Source: an optimization exercise on an open RTL-to-GDS flow (aim: small area). Production flows keep margins and buffers that such runs may drop.
Function was checked by simulation only, so behaviour that the tests miss may differ from the original.
Power is estimated from default activity; no workload was simulated.

// sd_dac_top
module sd_dac_top (
    input               clk,
    input               rst_n,
    input               tone_en,
    input        [31:0] phase_increment,
    input signed [15:0] sample_in,
    output              sample_strobe,
    output              output_pdm_p,
    output              output_pdm_n
);
Size in the first run: ~4400 cells after synthesis, roughly 1600 flip-flops, ~54 I/O pins.
clock: 15.0 ns
lec_check: 0
abc_area: 1
cap_margin: 10
core_margin: 2
core_utilization: 40
cts_buf_list: sky130_fd_sc_hd__clkbuf_8
cts_cluster_diameter: 100
cts_cluster_size: 14
gpl_timing_driven: 0
slew_margin: 10
standard.sh (not shown) runs the stock make flow with config.mk's settings and CLKGATE_MAP_FILE= SYNTH_SCRIPT=/design/flow/synth_recipe.tcl, a recipe that flattens the netlist after the stock synthesis.
==> flow/flow/run.sh <==
#!/bin/bash
# The standard layout, with a different synthesis of the same RTL:
#  - the standard synthesis is run first, for the names and cell types of its registers;
#  - then the whole flow runs with flow/synth.tcl as the synthesis script (Yosys's quick ABC pass
#    skipped, registers renamed to the standard names) and with flow/abc_area.script, an
#    area-oriented ABC script, in a copy of ORFS's scripts (ABC_AREA=1 in config.mk selects it).
set -euo pipefail
W=$(pwd)
RES="$W/orfs/results/$FLOW_PLATFORM/sd_dac_top/base"

bash "$W/standard.sh" synth > "$W/standard_synth.log" 2>&1
python3 "$W/flow/regs.py" "$RES/1_2_yosys.v" > "$W/standard_regs.txt"
cp "$RES/1_2_yosys.v" "$W/standard_synth.v"
rm -rf "$W/orfs"

rm -rf "$W/scripts"
cp -r "$FLOW_HOME/scripts" "$W/scripts"
cp "$W/flow/abc_area.script" "$W/scripts/abc_area.script"
REF_REGS="$W/standard_regs.txt" bash "$W/standard.sh" SCRIPTS_DIR="$W/scripts" \
  SYNTH_SCRIPT="$W/flow/synth.tcl" BUFFER_PORTS_ARGS="-buffer_cell sky130_fd_sc_hd__buf_1" finish > "$W/flow.log" 2>&1
==> flow/flow/abc_area.script <==
strash
dch -f
map -a
mfs2
strash
dch -f
map -a
topo
Other scripts of this flow, unchanged in this note and not shown: flow/flow/regs.py, flow/flow/synth.tcl
==> next run, changes <==
==> flow/flow/abc_area.script (replaced) <==
strash
dch -f
map -a
mfs2
strash
dch -f
map -a
topo
stime -c
buffer -c
upsize -c
dnsize -c
--- a/flow/config.mk
+++ b/flow/config.mk
@@ -14 +14 @@
-export CTS_CLUSTER_SIZE = 14
+export CTS_CLUSTER_SIZE = 16
Result: Final area decreases by 0.51%. Sequential power barely changes. Global-route usage increases by 1.9 points. Worst hold slack gets worse by 46 ps. Count of clock-buffer cells in the layout went down by 24. Power goes down by 3.1%. Die area goes up by 1.5%. Synthesized area rose by 1.5%. Final cell count rose by 2.0%. Non-clock buffer count goes up by 146.
==> next run, changes <==
==> flow/flow/abc_area.script (replaced) <==
strash
dch -f
map -a
mfs2
strash
dch -f
map -a
topo
--- a/flow/config.mk
+++ b/flow/config.mk
@@ -14 +14 @@
-export CTS_CLUSTER_SIZE = 16
+export CTS_CLUSTER_SIZE = 15
Outcome:
- The new run completed with no timing, DRC or antenna violations
- final cell count went down by 2.3%
- synthesized area drops by 1.5%
- synthesized cell count shrinks by about 4%
- clock skew is lower by 31 ps
==> next run, changes <==
--- a/flow/flow/run.sh
+++ b/flow/flow/run.sh
@@ -20 +20 @@
-  SYNTH_SCRIPT="$W/flow/synth.tcl" BUFFER_PORTS_ARGS="-buffer_cell sky130_fd_sc_hd__buf_1" finish > "$W/flow.log" 2>&1
+  SYNTH_SCRIPT="$W/flow/synth.tcl" finish > "$W/flow.log" 2>&1
--- a/flow/config.mk
+++ b/flow/config.mk
@@ -9 +9 @@
-export CAP_MARGIN = 10
+export CAP_MARGIN = 30
@@ -14 +14 @@
-export CTS_CLUSTER_SIZE = 15
+export CTS_CLUSTER_SIZE = 16
@@ -16 +16 @@
-export SLEW_MARGIN = 10
+export SLEW_MARGIN = 30
Effect:
- The new run went through all stages and came out clean
- via count stays flat
- cell area grows by 0.50%
- fmax shrinks by 0.46%
- final cell count hardly moves
- total power shrinks by 1.0%
==> next run, changes <==
--- a/flow/flow/run.sh
+++ b/flow/flow/run.sh
@@ -20 +20 @@
-  SYNTH_SCRIPT="$W/flow/synth.tcl" finish > "$W/flow.log" 2>&1
+  SYNTH_SCRIPT="$W/flow/synth.tcl" BUFFER_PORTS_ARGS="-buffer_cell sky130_fd_sc_hd__buf_1" finish > "$W/flow.log" 2>&1
--- a/flow/config.mk
+++ b/flow/config.mk
@@ -9 +9 @@
-export CAP_MARGIN = 30
+export CAP_MARGIN = 10
@@ -11 +11 @@
-export CORE_UTILIZATION = 40
+export CORE_UTILIZATION = 50
@@ -14 +14 @@
-export CTS_CLUSTER_SIZE = 16
+export CTS_CLUSTER_SIZE = 15
@@ -16 +16 @@
-export SLEW_MARGIN = 30
+export SLEW_MARGIN = 10
Effect: The changed run went through all stages and came out clean. Synthesized cell count does not change. Sequential power barely changes. Final cell count is lower by 5.6%. Synthesized area stays the same. Count of clock-buffer cells in the layout climbs by 6.


Another version of the RTL of sd_dac_top (not shown whole).
Size in the first run: ~4200 cells after synthesis.
Design sd_dac_top, start of the top module:
module sd_dac_top (
    input               clk,
    input               rst_n,
    input               tone_en,
    input        [31:0] phase_increment,
    input signed [15:0] sample_in,
    output              sample_strobe,
    output              output_pdm_p,
    output              output_pdm_n
);
    reg [6:0] N;
    reg clr;    
    wire [6:0] N_next;
    wire c_unused0;
    rca #(7) count (.a(N), .b(7'd0), .ci(1'b1), .s(N_next), .co(c_unused0));
    always @(posedge clk or negedge rst_n) begin
        if (!rst_n) begin N <= 7'd0; clr <= 1'b1; end
        else begin N <= N_next; if (N == 7'd127) clr <= 1'b0; end
    end
    assign sample_strobe = (N == 7'd127);
    wire [15:0] sine;
    quarterwave_generator nco (.clk(clk), .arst(rst_n), .ce(N == 7'd63), .phase_increment(phase_increment), .sinewave(sine));
    wire [15:0] xin = tone_en ? sine : sample_in;
    wire [7:0] xs;
    wire [1:0] ms;
    wire x8, mf, mt, m2s, swap, first;
    wire [18:0] coef;
    wire swap_a, first_a;
    wire [5:0] cidx_a;
    sched_rom ctl (.N(N), .xs(xs), .x8(x8), .ms(ms), .mf(mf), .mt(mt), .m2s(m2s),
                   .swap(swap_a), .first(first_a), .cidx(cidx_a));
    reg swap_r, first_r;
    reg [5:0] cidx_r;
    always @(posedge clk) begin swap_r <= swap_a; first_r <= first_a; cidx_r <= cidx_a; end
    assign swap = swap_r; assign first = first_r;
    coef_rom crom (.cidx(cidx_r), .coef(coef));
    wire [20:0] rndH;     
    wire [19:0] rndM2;    
    wire [15:0] rndV;     
    reg [67*16-1:0] r1;
    always @(posedge clk) r1 <= {r1[66*16-1:0], (N == 7'd127) ? xin : (clr ? 16'd0 : r1[67*16-1:66*16])};
    reg [7*21-1:0] rm;
    always @(posedge clk) rm <= {rm[6*21-1:0], clr ? 21'd0 : (N == 7'd127) ? rndH : rm[7*21-1:6*21]};
    reg [3*20-1:0] rm2;
    always @(posedge clk) rm2 <= {rm2[2*20-1:0], clr ? 20'd0 : (N == 7'd44 || N == 7'd108) ? rndM2 : rm2[3*20-1:2*20]};
  ...
==> flow/config.mk <==
export PLATFORM = sky130hd
export DESIGN_NAME = sd_dac_top
export DESIGN_NICKNAME = sd_dac_top
export VERILOG_FILES = /design/flow/design.v
export SDC_FILE = /design/flow/constraint.sdc
export NUM_CORES = 8
export LEC_CHECK = 0
export ABC_AREA = 1
export CAP_MARGIN = 10
export CORE_MARGIN = 2
export CORE_UTILIZATION = 40
export CTS_BUF_LIST = sky130_fd_sc_hd__clkbuf_8
export CTS_CLUSTER_DIAMETER = 60
export CTS_CLUSTER_SIZE = 15
export GPL_TIMING_DRIVEN = 0
export SLEW_MARGIN = 10
==> flow/constraint.sdc <==
create_clock -name core_clock -period 15.0 [get_ports {clk}]
set_input_delay 3.0000 -clock core_clock [delete_from_list [all_inputs] [get_ports {clk}]]
set_output_delay 3.0000 -clock core_clock [all_outputs]
set_load 0.01 [all_outputs]
==> flow/flow/run.sh <==
#!/bin/bash
# The standard layout, with a different synthesis of the same RTL:
#  - the standard synthesis is run first, for the names and cell types of its registers;
#  - then the whole flow runs with flow/synth.tcl as the synthesis script (Yosys's quick ABC pass
#    skipped, registers renamed to the standard names) and with flow/abc_area.script, an
#    area-oriented ABC script, in a copy of ORFS's scripts (ABC_AREA=1 in config.mk selects it);
#  - the input and output ports are buffered with sky130_fd_sc_hd__buf_1.
# Each step's full output: standard_synth.log, flow.log, and ORFS's logs under orfs/logs.
set -euo pipefail
W=$(pwd)
RES="$W/orfs/results/$FLOW_PLATFORM/sd_dac_top/base"

bash "$W/standard.sh" synth > "$W/standard_synth.log" 2>&1
python3 "$W/flow/regs.py" "$RES/1_2_yosys.v" > "$W/standard_regs.txt"
cp "$RES/1_2_yosys.v" "$W/standard_synth.v"
rm -rf "$W/orfs"

rm -rf "$W/scripts"
cp -r "$FLOW_HOME/scripts" "$W/scripts"
cp "$W/flow/abc_area.script" "$W/scripts/abc_area.script"
REF_REGS="$W/standard_regs.txt" bash "$W/standard.sh" SCRIPTS_DIR="$W/scripts" \
  SYNTH_SCRIPT="$W/flow/synth.tcl" BUFFER_PORTS_ARGS="-buffer_cell sky130_fd_sc_hd__buf_1" finish > "$W/flow.log" 2>&1
Other scripts of this flow, unchanged in this note and not shown: flow/flow/abc_area.script, flow/flow/regs.py, flow/flow/synth.tcl
Rerun with:
- CTS_CLUSTER_DIAMETER: 60 -> 100
Result: Routed wire length stays flat; sequential cell count stays the same; via count decreases by about 0.45%; total power decreases by 3.6%; cell area came out lower by 0.83%; clock-buffer cell count fell by 19.
Rerun with:
--- a/flow/flow/run.sh
+++ b/flow/flow/run.sh
@@ -4,7 +4,5 @@
 #  - then the whole flow runs with flow/synth.tcl as the synthesis script (Yosys's quick ABC pass
 #    skipped, registers renamed to the standard names) and with flow/abc_area.script, an
-#    area-oriented ABC script, in a copy of ORFS's scripts (ABC_AREA=1 in config.mk selects it);
-#  - the input and output ports are buffered with sky130_fd_sc_hd__buf_1.
-# Each step's full output: standard_synth.log, flow.log, and ORFS's logs under orfs/logs.
+#    area-oriented ABC script, in a copy of ORFS's scripts (ABC_AREA=1 in config.mk selects it).
 set -euo pipefail
 W=$(pwd)
Outcome: Final cell count does not change; synthesized cell count stays the same; power is unchanged; critical path depth does not change; non-clock buffer count is unchanged; count of clock-buffer cells in the layout stays the same; core utilization is unchanged; setup slack is unchanged; area after synthesis is unchanged.
Rerun with:
- CORE_UTILIZATION: 40 -> 50
- worst setup slack gains 0.0038 ns
- global-route usage goes up by 4.7 points
- area after synthesis is unchanged
- via count is about the same
- wire length goes up by about 2.3%

-- afterwards: timing with drivers on the ports --
The flow's constraints put no driver on any port. The routed layouts listed below were extracted and timed again, unchanged, in two steps.
Step 1 sets driving cells, clkbuf_16 on the clock port and buf_2 on the other inputs (assumed; they add their load-dependent delay and slew).
Step 2 times the ports against the registers' clock, not the clock port: input delays grow and output delays shrink by t, the midpoint of the rising clock arrivals with the driver on.
Slacks: ideal ports / drivers / drivers and shift; pairs: ideal ports / drivers.
| run | shift t [ns] | slack for setup (ns) | pins driven straight from the clock port |
|---|---|---|---|
| the first run of note 1 | 0.887 | 0.445 / 0.490 / -0.398 | 1 |
| the second run of note 1 | 0.922 | 0.412 / 0.455 / -0.467 | 1 |
| the third run of note 1 | 0.902 | 0.463 / 0.507 / -0.395 | 1 |
| the fourth run of note 1 | 0.893 | 0.396 / 0.423 / -0.471 | 1 |
| the fifth run of note 1 | 0.854 | 0.415 / 0.443 / -0.411 | 1 |
| the first run of note 2 | 0.903 | 0.489 / 0.532 / -0.371 | 1 |
| the second run of note 2 | 0.871 | 0.465 / 0.506 / -0.366 | 1 |
| the third run of note 2 | 0.871 | 0.465 / 0.506 / -0.366 | 1 |
| the fourth run of note 2 | 0.838 | 0.469 / 0.512 / -0.326 | 1 |
With both steps, setup timing fails in every run listed, where it was met with ideal ports. The setup slack of the second run of note 1, which loses most, moves by +0.043 ns with the drivers and by -0.879 ns with both steps.
